What follows belongs to an exercise in optimizing a design on an open flow for small area and a short achievable clock period; a production flow would make more cautious choices.
Where RTL was checked, it was by simulation tests only, not by an equivalence proof against the original.
No functional check of the RTL was part of run 1.
Power and IR drop assume default switching activity.

## flow/design.v (module list and top-level ports; edited modules follow where they fit)
// module BF_stgX: 87 lines
// module tw_rom6: 71 lines
// module tw_rom4: 71 lines
// module tw_mul: 2667 lines
// module ftrans_II: 41 lines
// module ftrans1: 18 lines
// module fft: 66 lines
module fft
(
	input iclk,
	input rst_n,
	input                    ien,
	input [6-1:0] iaddr,
	input [18-1:0]  iReal,
	input [18-1:0]  iImag,
	output                    oen,
	output [6-1:0] oaddr,
	output [18-1:0]  oReal,
	output [18-1:0]  oImag
);
  // ...
==> flow/flow/run.sh <==
#!/bin/bash
# The standard layout (standard.sh) with two changes to how it is made:
# - the port buffers are plain buffers (buf_4) instead of the cell that
#   buffer_ports picks by default;
# - timing repair aims for 7.45 ns of setup slack at the design's 11 ns clock,
#   so that it works on paths the standard margin leaves alone.
set -euo pipefail
export BUFFER_PORTS_ARGS="-buffer_cell sky130_fd_sc_hd__buf_4"
export SETUP_SLACK_MARGIN=7.45
bash standard.sh > standard.log 2>&1
==> flow/standard.sh <==
#!/bin/bash
# synth_recipe.tcl (not shown) runs the flow's synth.tcl, then flattens the netlist and writes it again
# the make line also repeats each setting of config.mk as NAME=value (left out here)
make -C /OpenROAD-flow-scripts/flow DESIGN_CONFIG=/design/flow/config.mk WORK_HOME=/design/flow/orfs CLKGATE_MAP_FILE= SYNTH_SCRIPT=/design/flow/synth_recipe.tcl "${@:-finish}"
==> flow/config.mk <==
export PLATFORM = sky130hd
export DESIGN_NAME = fft
export DESIGN_NICKNAME = fft
export VERILOG_FILES = /design/flow/design.v
export SDC_FILE = /design/flow/constraint.sdc
export NUM_CORES = 4
export LEC_CHECK = 0
export CAP_MARGIN = 20
export CORE_MARGIN = 2
export CORE_UTILIZATION = 60
export CTS_CLUSTER_DIAMETER = 40
export CTS_CLUSTER_SIZE = 32
export SLEW_MARGIN = 20
==> flow/constraint.sdc <==
create_clock -name core_clock -period 11.0 [get_ports {iclk}]
set_input_delay 2.2000 -clock core_clock [delete_from_list [all_inputs] [get_ports {iclk}]]
set_output_delay 2.2000 -clock core_clock [all_outputs]
set_load 0.01 [all_outputs]
==> reports/qor.csv, run 1 <==
metric;value;unit
# hold bufs at CTS;0;
RSZ-0062 raised after global routing;true;
Post-CTS Resized;334;
Reg2Reg Depth;10;
total power;54700;µW
CP max stage delay;490;ps
hold depth;0;
#FFs+latches synth;3567;
CP Launch Point;bf3.odata[25];
Non-clock buffers, area share;2.77;%
Crit-path slowest cell;fa_1;
WL final;448;mm
global-route wire length before repair;664;mm
final worst path period need;3570;ps
sequential share of the synthesized area;45.4;%
outcome;finished clean;
commonest non-fill, non-tap cell in the layout;dfxtp_1;
Final WS setup;7430;ps
Setup Buffers After CTS;39;
Die Y;516;µm
average wire per standard cell;24.2;µm
register area;0.0718;mm²
syn nets;16700;
max FFs per register;1152;
grt total ovfl;0;
crit path capture type;flop;
==> inputs of run 2 (changes only) <==
--- a/flow/design.v
+++ b/flow/design.v
@@ -1490,88 +1490,94 @@
 wire tR_635 = tR_566 ^ tR_567 ^ qR_30_3;
 wire tR_636 = (tR_566 & tR_567) | (tR_566 & qR_30_3) | (tR_567 & qR_30_3);
 wire tR_637 = tR_568 ^ tR_569 ^ qR_31_3;
 wire tR_638 = (tR_568 & tR_569) | (tR_568 & qR_31_3) | (tR_569 & qR_31_3);
 wire tR_639 = tR_570 ^ tR_571 ^ qR_32_3;
 wire tR_640 = (tR_570 & tR_571) | (tR_570 & qR_32_3) | (tR_571 & qR_32_3);
 wire tR_641 = tR_572 ^ tR_573 ^ qR_33_3;
 wire tR_642 = (tR_572 & tR_573) | (tR_572 & qR_33_3) | (tR_573 & qR_33_3);
-reg [33:0] sR, cR;
+wire [33:0] sRw, cRw;
+assign sRw[0] = tR_575;
+assign cRw[0] = qR_0_3;
+assign sRw[1] = tR_576;
+assign cRw[1] = tR_577;
+assign sRw[2] = tR_578;
+assign cRw[2] = tR_579;
+assign sRw[3] = tR_580;
+assign cRw[3] = tR_581;
+assign sRw[4] = tR_582;
+assign cRw[4] = tR_583;
+assign sRw[5] = tR_584;
+assign cRw[5] = tR_585;
+assign sRw[6] = tR_586;
+assign cRw[6] = tR_587;
+assign sRw[7] = tR_588;
+assign cRw[7] = tR_589;
+assign sRw[8] = tR_590;
+assign cRw[8] = tR_591;
+assign sRw[9] = tR_592;
+assign cRw[9] = tR_593;
+assign sRw[10] = tR_594;
+assign cRw[10] = tR_595;
+assign sRw[11] = tR_596;
+assign cRw[11] = tR_597;
+assign sRw[12] = tR_598;
+assign cRw[12] = tR_599;
+assign sRw[13] = tR_600;
+assign cRw[13] = tR_601;
+assign sRw[14] = tR_602;
+assign cRw[14] = tR_603;
+assign sRw[15] = tR_604;
+assign cRw[15] = tR_605;
+assign sRw[16] = tR_606;
+assign cRw[16] = tR_607;
+assign sRw[17] = tR_608;
+assign cRw[17] = tR_609;
+assign sRw[18] = tR_610;
+assign cRw[18] = tR_611;
+assign sRw[19] = tR_612;
+assign cRw[19] = tR_613;
+assign sRw[20] = tR_614;
+assign cRw[20] = tR_615;
+assign sRw[21] = tR_616;
+assign cRw[21] = tR_617;
+assign sRw[22] = tR_618;
+assign cRw[22] = tR_619;
+assign sRw[23] = tR_620;
+assign cRw[23] = tR_621;
+assign sRw[24] = tR_622;
+assign cRw[24] = tR_623;
+assign sRw[25] = tR_624;
+assign cRw[25] = tR_625;
+assign sRw[26] = tR_626;
+assign cRw[26] = tR_627;
+assign sRw[27] = tR_628;
+assign cRw[27] = tR_629;
+assign sRw[28] = tR_630;
+assign cRw[28] = tR_631;
+assign sRw[29] = tR_632;
+assign cRw[29] = tR_633;
+assign sRw[30] = tR_634;
+assign cRw[30] = tR_635;
+assign sRw[31] = tR_636;
+assign cRw[31] = tR_637;
+assign sRw[32] = tR_638;
+assign cRw[32] = tR_639;
+assign sRw[33] = tR_640;
+assign cRw[33] = tR_641;
+wire [16:0] lR = sRw[15:0] + cRw[15:0];
+reg [17:0] sR, cR;
+reg kR;
 always @(posedge iclk) begin
-	sR[0] <= tR_575;
-	cR[0] <= qR_0_3;
-	sR[1] <= tR_576;
-	cR[1] <= tR_577;
-	sR[2] <= tR_578;
-	cR[2] <= tR_579;
-	sR[3] <= tR_580;
-	cR[3] <= tR_581;
-	sR[4] <= tR_582;
-	cR[4] <= tR_583;
-	sR[5] <= tR_584;
-	cR[5] <= tR_585;
-	sR[6] <= tR_586;
-	cR[6] <= tR_587;
-	sR[7] <= tR_588;
-	cR[7] <= tR_589;
-	sR[8] <= tR_590;
-	cR[8] <= tR_591;
-	sR[9] <= tR_592;
-	cR[9] <= tR_593;
-	sR[10] <= tR_594;
-	cR[10] <= tR_595;
-	sR[11] <= tR_596;
-	cR[11] <= tR_597;
-	sR[12] <= tR_598;
-	cR[12] <= tR_599;
-	sR[13] <= tR_600;
-	cR[13] <= tR_601;
-	sR[14] <= tR_602;
-	cR[14] <= tR_603;
-	sR[15] <= tR_604;
-	cR[15] <= tR_605;
-	sR[16] <= tR_606;
-	cR[16] <= tR_607;
-	sR[17] <= tR_608;
-	cR[17] <= tR_609;
-	sR[18] <= tR_610;
-	cR[18] <= tR_611;
-	sR[19] <= tR_612;
-	cR[19] <= tR_613;
-	sR[20] <= tR_614;
-	cR[20] <= tR_615;
-	sR[21] <= tR_616;
-	cR[21] <= tR_617;
-	sR[22] <= tR_618;
-	cR[22] <= tR_619;
-	sR[23] <= tR_620;
-	cR[23] <= tR_621;
-	sR[24] <= tR_622;
-	cR[24] <= tR_623;
-	sR[25] <= tR_624;
-	cR[25] <= tR_625;
-	sR[26] <= tR_626;
-	cR[26] <= tR_627;
-	sR[27] <= tR_628;
-	cR[27] <= tR_629;
-	sR[28] <= tR_630;
-	cR[28] <= tR_631;
-	sR[29] <= tR_632;
-	cR[29] <= tR_633;
-	sR[30] <= tR_634;
-	cR[30] <= tR_635;
-	sR[31] <= tR_636;
-	cR[31] <= tR_637;
-	sR[32] <= tR_638;
-	cR[32] <= tR_639;
-	sR[33] <= tR_640;
-	cR[33] <= tR_641;
+	sR <= sRw[33:16];
+	cR <= cRw[33:16];
+	kR <= lR[16];
 end
-wire [33:0] pR = sR + cR;
+wire [17:0] pR = sR + cR + kR;
 wire pI0_0_0 = (oc[0] & xr[0]) ^ nc[0];
 wire pI0_0_1 = ((oc[0] & xr[1]) | (tc[0] & xr[0])) ^ nc[0];
 wire pI0_0_2 = ((oc[0] & xr[2]) | (tc[0] & xr[1])) ^ nc[0];
 wire pI0_0_3 = ((oc[0] & xr[3]) | (tc[0] & xr[2])) ^ nc[0];
 wire pI0_0_4 = ((oc[0] & xr[4]) | (tc[0] & xr[3])) ^ nc[0];
 wire pI0_0_5 = ((oc[0] & xr[5]) | (tc[0] & xr[4])) ^ nc[0];
 wire pI0_0_6 = ((oc[0] & xr[6]) | (tc[0] & xr[5])) ^ nc[0];
 wire pI0_0_7 = ((oc[0] & xr[7]) | (tc[0] & xr[6])) ^ nc[0];
@@ -2816,89 +2822,95 @@
 wire tI_635 = tI_566 ^ tI_567 ^ qI_30_3;
 wire tI_636 = (tI_566 & tI_567) | (tI_566 & qI_30_3) | (tI_567 & qI_30_3);
 wire tI_637 = tI_568 ^ tI_569 ^ qI_31_3;
 wire tI_638 = (tI_568 & tI_569) | (tI_568 & qI_31_3) | (tI_569 & qI_31_3);
 wire tI_639 = tI_570 ^ tI_571 ^ qI_32_3;
 wire tI_640 = (tI_570 & tI_571) | (tI_570 & qI_32_3) | (tI_571 & qI_32_3);
 wire tI_641 = tI_572 ^ tI_573 ^ qI_33_3;
 wire tI_642 = (tI_572 & tI_573) | (tI_572 & qI_33_3) | (tI_573 & qI_33_3);
-reg [33:0] sI, cI;
+wire [33:0] sIw, cIw;
+assign sIw[0] = tI_575;
+assign cIw[0] = qI_0_3;
+assign sIw[1] = tI_576;
+assign cIw[1] = tI_577;
+assign sIw[2] = tI_578;
+assign cIw[2] = tI_579;
+assign sIw[3] = tI_580;
+assign cIw[3] = tI_581;
+assign sIw[4] = tI_582;
+assign cIw[4] = tI_583;
+assign sIw[5] = tI_584;
+assign cIw[5] = tI_585;
+assign sIw[6] = tI_586;
+assign cIw[6] = tI_587;
+assign sIw[7] = tI_588;
+assign cIw[7] = tI_589;
+assign sIw[8] = tI_590;
+assign cIw[8] = tI_591;
+assign sIw[9] = tI_592;
+assign cIw[9] = tI_593;
+assign sIw[10] = tI_594;
+assign cIw[10] = tI_595;
+assign sIw[11] = tI_596;
+assign cIw[11] = tI_597;
+assign sIw[12] = tI_598;
+assign cIw[12] = tI_599;
+assign sIw[13] = tI_600;
+assign cIw[13] = tI_601;
+assign sIw[14] = tI_602;
+assign cIw[14] = tI_603;
+assign sIw[15] = tI_604;
+assign cIw[15] = tI_605;
+assign sIw[16] = tI_606;
+assign cIw[16] = tI_607;
+assign sIw[17] = tI_608;
+assign cIw[17] = tI_609;
+assign sIw[18] = tI_610;
+assign cIw[18] = tI_611;
+assign sIw[19] = tI_612;
+assign cIw[19] = tI_613;
+assign sIw[20] = tI_614;
+assign cIw[20] = tI_615;
+assign sIw[21] = tI_616;
+assign cIw[21] = tI_617;
+assign sIw[22] = tI_618;
+assign cIw[22] = tI_619;
+assign sIw[23] = tI_620;
+assign cIw[23] = tI_621;
+assign sIw[24] = tI_622;
+assign cIw[24] = tI_623;
+assign sIw[25] = tI_624;
+assign cIw[25] = tI_625;
+assign sIw[26] = tI_626;
+assign cIw[26] = tI_627;
+assign sIw[27] = tI_628;
+assign cIw[27] = tI_629;
+assign sIw[28] = tI_630;
+assign cIw[28] = tI_631;
+assign sIw[29] = tI_632;
+assign cIw[29] = tI_633;
+assign sIw[30] = tI_634;
+assign cIw[30] = tI_635;
+assign sIw[31] = tI_636;
+assign cIw[31] = tI_637;
+assign sIw[32] = tI_638;
+assign cIw[32] = tI_639;
+assign sIw[33] = tI_640;
+assign cIw[33] = tI_641;
+wire [16:0] lI = sIw[15:0] + cIw[15:0];
+reg [17:0] sI, cI;
+reg kI;
 always @(posedge iclk) begin
-	sI[0] <= tI_575;
-	cI[0] <= qI_0_3;
-	sI[1] <= tI_576;
-	cI[1] <= tI_577;
-	sI[2] <= tI_578;
-	cI[2] <= tI_579;
-	sI[3] <= tI_580;
-	cI[3] <= tI_581;
-	sI[4] <= tI_582;
-	cI[4] <= tI_583;
-	sI[5] <= tI_584;
-	cI[5] <= tI_585;
-	sI[6] <= tI_586;
-	cI[6] <= tI_587;
-	sI[7] <= tI_588;
-	cI[7] <= tI_589;
-	sI[8] <= tI_590;
-	cI[8] <= tI_591;
-	sI[9] <= tI_592;
-	cI[9] <= tI_593;
-	sI[10] <= tI_594;
-	cI[10] <= tI_595;
-	sI[11] <= tI_596;
-	cI[11] <= tI_597;
-	sI[12] <= tI_598;
-	cI[12] <= tI_599;
-	sI[13] <= tI_600;
-	cI[13] <= tI_601;
-	sI[14] <= tI_602;
-	cI[14] <= tI_603;
-	sI[15] <= tI_604;
-	cI[15] <= tI_605;
-	sI[16] <= tI_606;
-	cI[16] <= tI_607;
-	sI[17] <= tI_608;
-	cI[17] <= tI_609;
-	sI[18] <= tI_610;
-	cI[18] <= tI_611;
-	sI[19] <= tI_612;
-	cI[19] <= tI_613;
-	sI[20] <= tI_614;
-	cI[20] <= tI_615;
-	sI[21] <= tI_616;
-	cI[21] <= tI_617;
-	sI[22] <= tI_618;
-	cI[22] <= tI_619;
-	sI[23] <= tI_620;
-	cI[23] <= tI_621;
-	sI[24] <= tI_622;
-	cI[24] <= tI_623;
-	sI[25] <= tI_624;
-	cI[25] <= tI_625;
-	sI[26] <= tI_626;
-	cI[26] <= tI_627;
-	sI[27] <= tI_628;
-	cI[27] <= tI_629;
-	sI[28] <= tI_630;
-	cI[28] <= tI_631;
-	sI[29] <= tI_632;
-	cI[29] <= tI_633;
-	sI[30] <= tI_634;
-	cI[30] <= tI_635;
-	sI[31] <= tI_636;
-	cI[31] <= tI_637;
-	sI[32] <= tI_638;
-	cI[32] <= tI_639;
-	sI[33] <= tI_640;
-	cI[33] <= tI_641;
+	sI <= sIw[33:16];
+	cI <= cIw[33:16];
+	kI <= lI[16];
 end
-wire [33:0] pI = sI + cI;
-always @(posedge iclk) odata <= {pR[33:16], pI[33:16]};
+wire [17:0] pI = sI + cI + kI;
+always @(posedge iclk) odata <= {pR, pI};
 endmodule
 `timescale 1ns/100ps
 module ftrans_II
 #( parameter STG = 6 )
 (
 	input iclk,
 	input rst_n,
 	input             ien,
==> flow/config.mk (replaced) <==
export PLATFORM = sky130hd
export DESIGN_NAME = fft
export DESIGN_NICKNAME = fft
export VERILOG_FILES = /design/flow/design.v
export SDC_FILE = /design/flow/constraint.sdc
export NUM_CORES = 4
export LEC_CHECK = 0
export CAP_MARGIN = 20
export CORE_MARGIN = 2
export CORE_UTILIZATION = 70
export CTS_CLUSTER_DIAMETER = 60
export CTS_CLUSTER_SIZE = 26
export SLEW_MARGIN = 20
==> run 2 against run 1 <==
Register-to-register slack got worse by 180 ps. Via count up 1.5%. Clock skew increased by 26 ps. Setup slack worse by 180 ps. Largest power group unchanged. Fmax shrank 4.8%. Critical path depth increased by 2. Final cell count is 5.9% lower. Worst hold slack got worse by 2.4 ps. Utilization increased by 8.5 points. Still clean on timing, DRC and antenna. Sequential share of layout area up 0.93 points.
==> reports/qor.csv, run 2 <==
metric;value;unit;change
final non-filler cell total;17500;;was 18600
Static Leakage;0.0743;µW;was 0.0783 µW
Slew headroom;18.7;%;was 33.4%
largest net degree at the start of global routing;101;;was 81
GRT met2 Usage;65.6;%;was 52.0%
#FFs+latches synth;3443;;was 3567
WL final;475;mm;was 448 mm
RSZ-0062 raised after global routing;true;;unchanged
met1 GRT Util;47.5;%;was 42.0%
asr flop ratio synth;0;%;unchanged
Comb power frac;45.5;%;was 40.3%
Top Registers;bf6.dl x1152, bf5.dl x576, bf4.dl x288;;unchanged
Top Usage Layer GRT;met2;;unchanged
total CTS buffers;195;;was 382
GRT met3 Usage;9.78;%;was 6.32%
Worst-path clk slew;110;ps;was 70 ps
Final Max Slew Viols;0;;unchanged
drt via density;6.29;;was 5.83
Total Routing Usage GR;40.9;%;was 32.6%
syn nets;16600;;was 16700
Clock Skews;103;ps;was 76.7 ps
Post-Syn Instances;14700;;was 14800
setup TNS;0;ps;unchanged
Yosys top cell area share;44.3;%;was 45.1%
Post-Syn Area;0.155;mm²;was 0.158 mm²
grt total ovfl;0;;unchanged
average wire per standard cell;27.2;µm;was 24.2 µm
Clock Sinks;3443;;was 3567
Layout area overhead;8.69;%;was 13.2%
Filler cells;13800;;was 19500
Core ar.;0.220;mm²;was 0.262 mm²
most frequent cells in the layout;dfxtp_1, inv_1, fa_1;;was dfxtp_1, inv_1, nand2_1
Pint;29300;µW;was 33600 µW
CP required;11820;ps;was 11800 ps
top cells by count, synth;dfxtp_1, inv_1, nand2_1;;unchanged
switching share of power;41.5;%;was 38.7%
worst slew pin tran;1210;ps;was 988 ps
H-tree depth;4;;was 5
Ports;88;;unchanged
CP arrival;4570;ps;was 4380 ps
# DRC;0;;unchanged
largest register by flop count;bf6.dl;;unchanged
outcome;finished clean;;unchanged
CTS tree;done;;unchanged
final setup fails;0;;unchanged
P per Cell Area;297;mW/mm²;was 307 mW/mm²
share of layout cells above drive strength 1;8.61;%;was 10.6%
mean post-synth cell area;10.6;µm²;about the same
max_cap viols;0;;unchanged
CTS root buf;clkbuf_16;;unchanged
Top FF cell, synth;dfxtp_1;;unchanged
min-delay worst type;flop to flop;;unchanged
initial core utilization;70.5;%;was 60.2%
HPWL after DPL;302;mm;was 294 mm
period utilization;34.1;%;was 32.5%
Max Buffers Root-to-Sink;3;;was 4
global-route wire length before repair;691;mm;was 664 mm
drt first pass iters;13;;was 7
die area;0.225;mm²;was 0.267 mm²
clock latency (worst-skew pair);950;ps;was 980 ps
Critical Path Start Type;flop;;unchanged
initial antenna violation count;20;;was 24
vias in the first global route;113000;;was 110000
routability cong.;1.01;;was 1.00
sequential share of the synthesized area;44.6;%;was 45.4%
DRT iter0 DRCs;13200;;was 10400
sequential share of power;37.9;%;was 35.2%
Worst VDD drop;0.298;mV;was 0.253 mV
Netlist cell types;99;;was 88
port bufs;87;;unchanged
final hold vios;0;;unchanged
post-synth top area cell;dfxtp_1;;unchanged
max FFs per register;1152;;unchanged
Layout Nets;16300;;was 16600
Clock Power Share;16.6;%;was 24.6%
# hold bufs at CTS;0;;unchanged
detailed-route via count;110000;;was 108000
Final ANT Viol Nets;0;;unchanged
Horiz. Die Dim;474;µm;was 516 µm
final worst path period need;3750;ps;was 3570 ps
count leader, synth;dfxtp_1;;unchanged
placed cell count;17000;;was 17700
f_max;0.266;GHz;was 0.280 GHz
commonest non-fill, non-tap cell in the layout;dfxtp_1;;unchanged
number of synthesized flops with an enable pin;16;;unchanged
Hold Slack;279;ps;was 281 ps
Die Y;474;µm;was 516 µm
Net Switching;20700;µW;was 21200 µW
Max FO, Critical Path;4;;was 15
Synth area leaders;dfxtp_1, fa_1, ha_1, xnor2_1, inv_1;;unchanged
crit path capture type;flop;;unchanged
FP Rows;172;;was 188
crit path kind;flop to flop;;unchanged
synth warn;12;;unchanged
[run 2: cell types whose count changed in the layout (fill, tap and decap cells not counted), moves of 25 or more]
cell	delta
inv_1	+137
xor2_1	+36
nor3_1	-74
dfxtp_1	-123
nand2_1	-30
clkinv_8	-34
nand3_1	-43
o21ai_0	+35
clkbuf_16	-185
inv_8	-31
clkinv_4	-25
inv_6	-50
[run 2: worst max-delay path, stage by stage, from the launching register on]
cell	delay, ps
dfxtp_1	500
inv_1	150
ha_1	350
nor2b_1	150
o21ai_1	300
a21oi_1	210
o21ai_1	370
o31ai_1	200
o41a_1	410
a31oi_1	410
xor2_1	270
nand2_1	130
xnor2_1	190
[run 2: power by group through the flow]
stage	Combinational [µW]	Sequential [µW]	Clock, µW
global placement	20300	18800	0
floorplan	15200	18000	0
CTS	21700	18900	8300
detailed placement	21100	19000	0
finish	22800	19000	8270
global route	24700	19200	8750
[run 2: what timing repair did]
item	in CTS	in global routing
cloned	9	27
endpoints found under the setup margin	327	212
pin swaps	10	34
gates resized for setup	348	337
setup buffers	51	73
[run 2: per-stage QoR]
step	total power [µW]	cell area (µm²)	worst slack [ps]	utilization, %
after floorplan	33200	155000	7390	-
after global placement	39100	157000	6410	71.5
after detailed placement	40100	157000	6430	71.5
after CTS	48900	166000	7360	75.5
after global routing	52700	168000	7260	76.6
final	50000	168000	7250	76.6
[run 2: area by class of cell]
cell class / count / area [µm²] / area share, %
clock buffer: 207 / 4960 / 2.94
antenna: 12 / 30.0 / 0.0178
inverter: 1387 / 5230 / 3.11
multi-input combinational: 8923 / 78100 / 46.4
clock inverter: 105 / 1710 / 1.01
sequential: 3443 / 69300 / 41.2
timing repair buffer: 426 / 5270 / 3.13
tap: 2958 / 3700 / 2.20
[run 2: cell families after synthesis]
logic type      share of synthesized area, %
compound gates                          12.1
xor+xnor                                8.13
fa+ha+maj                               20.5
simple gates                            7.03
buf+inv                                 5.64
mux                                     1.98
flops                                   44.6
[run 2: path summary, 6_finish.rpt]
check	from	to	slack, ps	depth (start not counted)
setup / recovery	x0[1]	bf6.dl[17]	7250	12
hold / removal	bf3.dl[61]	bf3.dl[97]	280	0
setup reg to reg	x0[1]	bf6.dl[17]	7250	12
hold reg to reg	bf3.dl[61]	bf3.dl[97]	280	0
[run 2: routing by layer]
layer  vias up  routed length, µm
met2      7064             216000
met1     53100             164000
met5         -                 88
li1      47000                  -
met3      2530              48100
met4        14              46900
==> inputs of run 3 (changes only) <==
--- a/flow/config.mk
+++ b/flow/config.mk
@@ -7,7 +7,7 @@
 export LEC_CHECK = 0
 export CAP_MARGIN = 20
 export CORE_MARGIN = 2
-export CORE_UTILIZATION = 70
+export CORE_UTILIZATION = 60
 export CTS_CLUSTER_DIAMETER = 60
 export CTS_CLUSTER_SIZE = 26
 export SLEW_MARGIN = 20
==> run 3 against run 2 <==
Still clean. Area after synthesis did not move. Global-route usage fell by 7.5 points. Utilization shrank 11 points. Via count is 4.3% lower. Worst hold slack got worse by 9.9 ps. Clock-buffer cell count rose by 20. Routed wire length down 4.6%. Total power decreased by 0.53%. Die area grew 17%. First-iteration DRC count decreased by 22%. Critical path depth stayed put. Critical endpoint is now bf5.odata[17]. Largest cell class unchanged. Largest power group unchanged. Highest routed layer unchanged.
==> reports/qor.csv, run 3 <==
metric;value;unit;change
FP Rows;186;;was 172
Final ANT Viol Nets;0;;unchanged
syn nets;16600;;unchanged
Synth Area in Compound Gates;12.1;%;unchanged
Adder-Cell Fraction of Synth Area;20.5;%;unchanged
Die Y;512;µm;was 474 µm
Top Registers;bf6.dl x1152, bf5.dl x576, bf4.dl x288;;unchanged
post-synthesis mux area share;1.98;%;unchanged
RSZ-0062 raised after global routing;true;;unchanged
clock latency (worst-skew pair);910;ps;was 950 ps
die area;0.262;mm²;was 0.225 mm²
top cells by count, synth;dfxtp_1, inv_1, nand2_1;;unchanged
Core ar.;0.257;mm²;was 0.220 mm²
Ports;88;;unchanged
final hold vios;0;;unchanged
# hold bufs at CTS;0;;unchanged
final setup fails;0;;unchanged
Top Layer Used;met5;;unchanged
DRT iter0 DRCs;10300;;was 13200
max_cap viols;0;;unchanged
area of the multi-input gates;0.0777;mm²;was 0.0781 mm²
crit path kind;flop to flop;;unchanged
worst slew pin tran;1070;ps;was 1210 ps
main combinational cell family by area after synthesis;adder cells;;unchanged
sequential share of the synthesized area;44.6;%;unchanged
Clock Sinks;3443;;unchanged
count leader, synth;dfxtp_1;;unchanged
global-route wire length before repair;665;mm;was 691 mm
share of layout cells above drive strength 1;8.31;%;was 8.61%
CTS tree;done;;unchanged
Yosys top cell area share;44.3;%;unchanged
Static Leakage;0.0746;µW;was 0.0743 µW
synth warn;12;;unchanged
average wire per standard cell;25.3;µm;was 27.2 µm
Post-Syn Area;0.155;mm²;unchanged
DP Worst Slack;6510;ps;was 6430 ps
most frequent cells in the layout;dfxtp_1, inv_1, fa_1;;unchanged
Final Max Slew Viols;0;;unchanged
Slew headroom;28.4;%;was 18.7%
vias in the first global route;107000;;was 113000
met3 wire length;38.6;mm;was 48.1 mm
Metal-1 WL;170;mm;was 164 mm
CP required;11770;ps;was 11820 ps
WL final;453;mm;was 475 mm
CP arrival;4380;ps;was 4570 ps
initial core utilization;60.3;%;was 70.5%
post-synth top area cell;dfxtp_1;;unchanged
Layout Nets;16300;;about the same
P per Cell Area;294;mW/mm²;was 297 mW/mm²
largest net degree at the start of global routing;94;;was 101
Clock Skews;81.0;ps;was 103 ps
placed cell count;17400;;was 17000
outcome;finished clean;;unchanged
Max Buffers Root-to-Sink;3;;unchanged
Top FF cell, synth;dfxtp_1;;unchanged
Horiz. Die Dim;512;µm;was 474 µm
#FFs+latches synth;3443;;unchanged
Filler cells;19800;;was 13800
H-tree depth;4;;unchanged
register area;0.0693;mm²;about the same
f_max;0.277;GHz;was 0.266 GHz
crit path capture type;flop;;unchanged
final worst path period need;3600;ps;was 3750 ps
Max FO, Critical Path;4;;unchanged
port bufs;87;;unchanged
period utilization;32.8;%;was 34.1%
Layout area overhead;9.33;%;was 8.69%
Final WS setup;7400;ps;was 7250 ps
routability cong.;0.973;;was 1.01
largest register by flop count;bf6.dl;;unchanged
max FFs per register;1152;;unchanged
min-delay worst type;flop to flop;;unchanged
area share of xor/xnor cells in the synthesized design;8.13;%;unchanged
drt first pass iters;8;;was 13
Worst VDD drop;0.207;mV;was 0.298 mV
asr flop ratio synth;0;%;unchanged
CTS root buf;clkbuf_16;;unchanged
number of synthesized flops with an enable pin;16;;unchanged
grt total ovfl;0;;unchanged
area post-placement;0.158;mm²;was 0.157 mm²
met2 wire length;208;mm;was 216 mm
# DRC;0;;unchanged
drt via density;5.87;;was 6.29
total CTS buffers;208;;was 195
Post-Syn Instances;14700;;unchanged
detailed-route via count;105000;;was 110000
setup TNS;0;ps;unchanged
HPWL after DPL;298;mm;was 302 mm
mean post-synth cell area;10.6;µm²;unchanged
initial antenna violation count;19;;was 20
Worst-path clk slew;90;ps;was 110 ps
Final Cell Area;0.169;mm²;was 0.168 mm²
Netlist cell types;99;;unchanged
commonest non-fill, non-tap cell in the layout;dfxtp_1;;unchanged
Synth Area in Simple Gates;7.03;%;unchanged
Synth area leaders;dfxtp_1, fa_1, ha_1, xnor2_1, inv_1;;unchanged
Critical Path Start Type;flop;;unchanged
final non-filler cell total;17900;;was 17500
Total Routing Usage GR;33.4;%;was 40.9%
-- run 3: stage by stage --
stage | hold slack, ps | power, µW | utilization [%]
finish | 269 | 49700 | 66.0
global route | 270 | 52900 | 65.9
CTS | 260 | 49200 | 65.1
detailed placement | 312 | 40000 | 61.4
global placement | 309 | 39400 | 61.4
floorplan | 310 | 33200 | -
-- run 3: power by group --
part	total [µW]	internal, µW	switching [µW]
registers	18600	16700	1910
logic	22400	8970	13400
clock network	8700	4000	4700
-- run 3: logic make-up after synthesis --
group,Yosys count
adder cells (fa/ha/maj),1856
flip-flops,3443
buffers and inverters,2300
AND/OR/NAND/NOR,2426
AO/OA/AOI/OAI,2918
multiplexers,282
XOR/XNOR,1438
-- run 3: per-layer routing --
| layer | up-vias | track usage (%) |
|---|---|---|
| li1 | 47100 | - |
| met3 | 1704 | 6.34 |
| met2 | 5152 | 54.8 |
| met4 | 8 | 20.9 |
| met1 | 51200 | 40.6 |
| met5 | - | 0 |
-- run 3: worst paths after layout --
kind | start | endpoint | slack [ps] | cells after the start
setup / recovery | bf6.odata[1] | bf5.odata[17] | 7400 | 12
hold / removal | bf2.dl[29] | bf2.dl[65] | 270 | 0
setup reg to reg | bf6.odata[1] | bf5.odata[17] | 7400 | 12
hold reg to reg | bf2.dl[29] | bf2.dl[65] | 270 | 0
-- run 3: final cells by class --
cell class | count | area share, %
clock buffer | 227 | 3.16
tap | 3384 | 2.50
antenna | 21 | 0.0310
sequential | 3443 | 41.0
timing repair buffer | 406 | 3.17
inverter | 1387 | 3.10
clock inverter | 120 | 1.20
multi-input combinational | 8921 | 45.9
-- run 3: what timing repair did --
item                       CTS  global route
gates resized for setup    358           276
gates cloned                10            26
buffers inserted            47            58
setup endpoints to repair  298           162
pin swaps                   13            18
-- run 3: worst max-delay path, stage by stage, from the launching register on --
cell and delay [ps]:
dfxtp_1 410, inv_1 90, ha_1 290, nor2b_1 150, o31a_1 250, o21ai_0 440
a21oi_1 140, o211ai_1 290, a31oi_1 200, mux2i_1 740, xnor2_1 190, nor2_1 70
xor2_1 190
==> inputs of run 4 (changes only) <==
==> flow/flow/run.sh (replaced) <==
#!/bin/bash
# The standard layout (standard.sh) with two changes to how it is made:
# - the port buffers are plain buffers (buf_4) instead of the cell that
#   buffer_ports picks by default;
# - timing repair aims for 7.52 ns of setup slack at the design's 11 ns clock,
#   so that it works on paths the standard margin leaves alone.
set -euo pipefail
export BUFFER_PORTS_ARGS="-buffer_cell sky130_fd_sc_hd__buf_4"
export SETUP_SLACK_MARGIN=7.52
bash standard.sh > standard.log 2>&1
==> run 4 against run 3 <==
Still clean. Worst hold slack better by 7.2 ps. Clock-buffer cell count is 4 higher. Register-to-register slack worse by 40 ps. Total power is 0.32% lower. Clock power fell by 0.8%. Die area unchanged. First-iteration DRC count up 1.9%. Critical path type unchanged.
==> reports/qor.csv, run 4 <==
metric;value;unit;change
number of synthesized flops with an enable pin;16;;unchanged
setup TNS;0;ps;unchanged
post-synth top area cell;dfxtp_1;;unchanged
share of layout cells above drive strength 1;9.34;%;was 8.31%
Post-Syn Area;0.155;mm²;unchanged
Worst-path clk slew;90;ps;about the same
total power;49600;µW;was 49700 µW
syn nets;16600;;unchanged
#FFs+latches synth;3443;;unchanged
Max Buffers Root-to-Sink;4;;was 3
initial antenna violation count;17;;was 19
port bufs;87;;unchanged
Synth area leaders;dfxtp_1, fa_1, ha_1, xnor2_1, inv_1;;unchanged
Critical Path Start Type;flop;;unchanged
f_max;0.275;GHz;was 0.277 GHz
FF-to-FF End;tw4.mul.qR_12_3;;was bf5.odata[17]
commonest non-fill, non-tap cell in the layout;dfxtp_1;;unchanged
HPWL after DPL;294;mm;was 298 mm
Top Registers;bf6.dl x1152, bf5.dl x576, bf4.dl x288;;unchanged
Synth Area in Compound Gates;12.1;%;unchanged
Worst VDD drop;0.200;mV;was 0.207 mV
crit path capture type;flop;;unchanged
register area;0.0693;mm²;about the same
hold depth;0;;unchanged
final hold vios;0;;unchanged
top cells by count, synth;dfxtp_1, inv_1, nand2_1;;unchanged
Clock Sinks;3443;;unchanged
Adder-Cell Fraction of Synth Area;20.5;%;unchanged
CTS root buf;clkbuf_16;;unchanged
max FFs per register;1152;;unchanged
H-tree depth;4;;unchanged
Core ar.;0.257;mm²;unchanged
CTS tree;done;;unchanged
most frequent cells in the layout;dfxtp_1, inv_1, fa_1;;unchanged
post-synthesis mux area share;1.98;%;unchanged
Reg2Reg Depth;10;;was 12
crit path kind;flop to flop;;unchanged
Clock Skews;94.6;ps;was 81.0 ps
RSZ-0062 raised after global routing;true;;unchanged
asr flop ratio synth;0;%;unchanged
outcome;finished clean;;unchanged
Total Routing Usage GR;33.2;%;was 33.4%
main combinational cell family by area after synthesis;adder cells;;unchanged
average wire per standard cell;24.9;µm;was 25.3 µm
routability cong.;0.966;;was 0.973
Netlist cell types;99;;unchanged
total CTS buffers;212;;was 208
Die Y;512;µm;unchanged
sequential share of the synthesized area;44.6;%;unchanged
CP required;11780;ps;was 11770 ps
count leader, synth;dfxtp_1;;unchanged
final setup fails;0;;unchanged
min-delay worst type;flop to flop;;unchanged
area share of xor/xnor cells in the synthesized design;8.13;%;unchanged
area of the multi-input gates;0.0784;mm²;was 0.0777 mm²
Worst Hold Launch;bf3.dl[43];;was bf2.dl[29]
Max FO, Critical Path;8;;was 4
Filler cells;19900;;was 19800
clock latency (worst-skew pair);950;ps;was 910 ps
WL final;447;mm;was 453 mm
DRT iter0 DRCs;10500;;was 10300
Top FF cell, synth;dfxtp_1;;unchanged
global-route wire length before repair;663;mm;was 665 mm
worst slew pin tran;1190;ps;was 1070 ps
drt first pass iters;7;;was 8
P per Cell Area;291;mW/mm²;was 294 mW/mm²
Slew headroom;18.5;%;was 28.4%
drt via density;5.86;;was 5.87
Layout area overhead;10.1;%;was 9.33%
max_cap viols;0;;unchanged
Post-Syn Instances;14700;;unchanged
# DRC;0;;unchanged
R2R Setup Slk;7360;ps;was 7400 ps
# hold bufs at CTS;0;;unchanged
vias in the first global route;107000;;about the same
synth warn;12;;unchanged
detailed-route via count;105000;;about the same
die area;0.262;mm²;unchanged
Layout Nets;16300;;about the same
Hold Path Sink;bf3.dl[79];;was bf2.dl[65]
Ports;88;;unchanged
FP Rows;186;;unchanged
Final Max Slew Viols;0;;unchanged
Static Leakage;0.0751;µW;was 0.0746 µW
grt total ovfl;0;;unchanged
mean post-synth cell area;10.6;µm²;unchanged
Horiz. Die Dim;512;µm;unchanged
largest net degree at the start of global routing;81;;was 94
final worst path period need;3640;ps;was 3600 ps
largest register by flop count;bf6.dl;;unchanged
Final ANT Viol Nets;0;;unchanged
initial core utilization;60.3;%;unchanged
CP arrival;4420;ps;was 4380 ps
Yosys top cell area share;44.3;%;unchanged
period utilization;33.1;%;was 32.8%
Synth Area in Simple Gates;7.03;%;unchanged
RR Startpoint;tw4.dig[37];;was bf6.odata[1]
run 4: changes by cell type in the layout (fill, tap and decap cells not counted), sizes merged:
| cell | before | now |
|---|---|---|
| buf | 360 | 422 |
| or2 | 52 | 53 |
| inv | 1437 | 1446 |
| clkinv | 56 | 47 |
| clkbuf | 264 | 262 |
| diode | 21 | 12 |
| bufbuf | 9 | 18 |
| bufinv | 9 | 3 |
run 4: logic make-up after synthesis:
kind of cell / count (synthesis)
AO/OA/AOI/OAI: 2918
flip-flops: 3443
AND/OR/NAND/NOR: 2426
adder cells (fa/ha/maj): 1856
XOR/XNOR: 1438
multiplexers: 282
buffers and inverters: 2300
run 4: cell type report:
type	count	area share, %
inverter	1387	3.07
tap	3384	2.48
sequential	3443	40.7
clock inverter	114	1.01
timing repair buffer	471	3.52
clock buffer	231	3.23
multi-input combinational	8922	46.0
antenna	12	0.0176
run 4: worst max-delay path, stage by stage (launching register included):
cell and delay [ps]:
dfxtp_4 480, buf_12 200, buf_4 140, and2_4 180, a21oi_1 60, xor2_1 180, fa_2 680, inv_2 60
fa_1 500, fa_2 600, fa_2 420
run 4: where the power goes:
| group | switching [µW] | total (µW) | internal (µW) | leakage (µW) |
|---|---|---|---|---|
| Clock | 4670 | 8630 | 3970 | 0.00350 |
| Sequential | 1870 | 18600 | 16700 | 0.0289 |
| Combinational | 13400 | 22400 | 8940 | 0.0427 |
run 4: layer usage:
layer  routed length [µm]  GRT usage [%]
met3                36400           6.04
met1               169000           40.3
met5                   70         0.0365
met4                35600           21.8
met2               206000           54.3
run 4: how the worst max path moves through the flow:
stage | startpoint | endpoint
3_3_place_gp | tw4.dig[37] | tw4.mul.qR_18_3
3_5_place_dp | tw4.dig[37] | tw4.mul.qR_18_3
5_1_grt | tw4.dig[37] | tw4.mul.qR_16_3
2_1_floorplan | tw6.dig[11] | tw6.mul.qI_17_3
6_report | tw4.dig[37] | tw4.mul.qR_12_3
4_1_cts | bf1.oaddr[0] | oaddr[5]
run 4: per-stage QoR:
| step | util (%) | hold slack (ps) | setup WS (ps) | instance area [µm²] | instances |
|---|---|---|---|---|---|
| finish | 66.4 | 276 | 7360 | 170000 | 18000 |
| global route | 66.4 | 255 | 7330 | 170000 | 18000 |
| CTS | 65.5 | 250 | 7360 | 168000 | 17900 |
| detailed placement | 61.5 | 312 | 6350 | 158000 | 17400 |
| global placement | 61.5 | 310 | 6410 | 158000 | 17400 |
| floorplan | - | 310 | 7460 | 155000 | 14700 |
run 4: timing repair:
action                                 CTS  global route
resized for setup                      470           305
endpoints found under the hold margin    0             0
setup buffers                           87            73
cloned                                  24            17
pin swaps                               34            92
setup endpoints to repair              327           208

-- what the ideal ports hide --
How much do the figures lean on ideal ports? The routed layouts below were timed once more, with nothing changed but the port constraints.
Step 1 assumes that a clkbuf_16 drives the clock port and a buf_2 every other input.
Step 2 adds t to the input delays and takes it off the output delays; t is the mean of the earliest and latest rising clock arrival at the registers after step 1. Input paths then give back, and output paths get back, about the clock's delay inside the block.
a / b / c = ideal / step 1 / step 2; a / b = the first two.
| run | shift t [ns] | setup WS [ns] | pins driven straight from the clock port |
|---|---|---|---|
| run 1 | 1.036 | 7.426 / 7.334 / 7.027 | 1 |
| run 2 | 0.999 | 7.247 / 7.247 / 6.859 | 1 |
| run 3 | 0.996 | 7.396 / 7.323 / 7.103 | 1 |
| run 4 | 1.006 | 7.357 / 7.325 / 6.959 | 1 |
After both steps setup and hold are still met in every run listed. For run 1, which loses most, drivers alone change the setup slack by -0.092 ns; drivers and shift together by -0.399 ns.
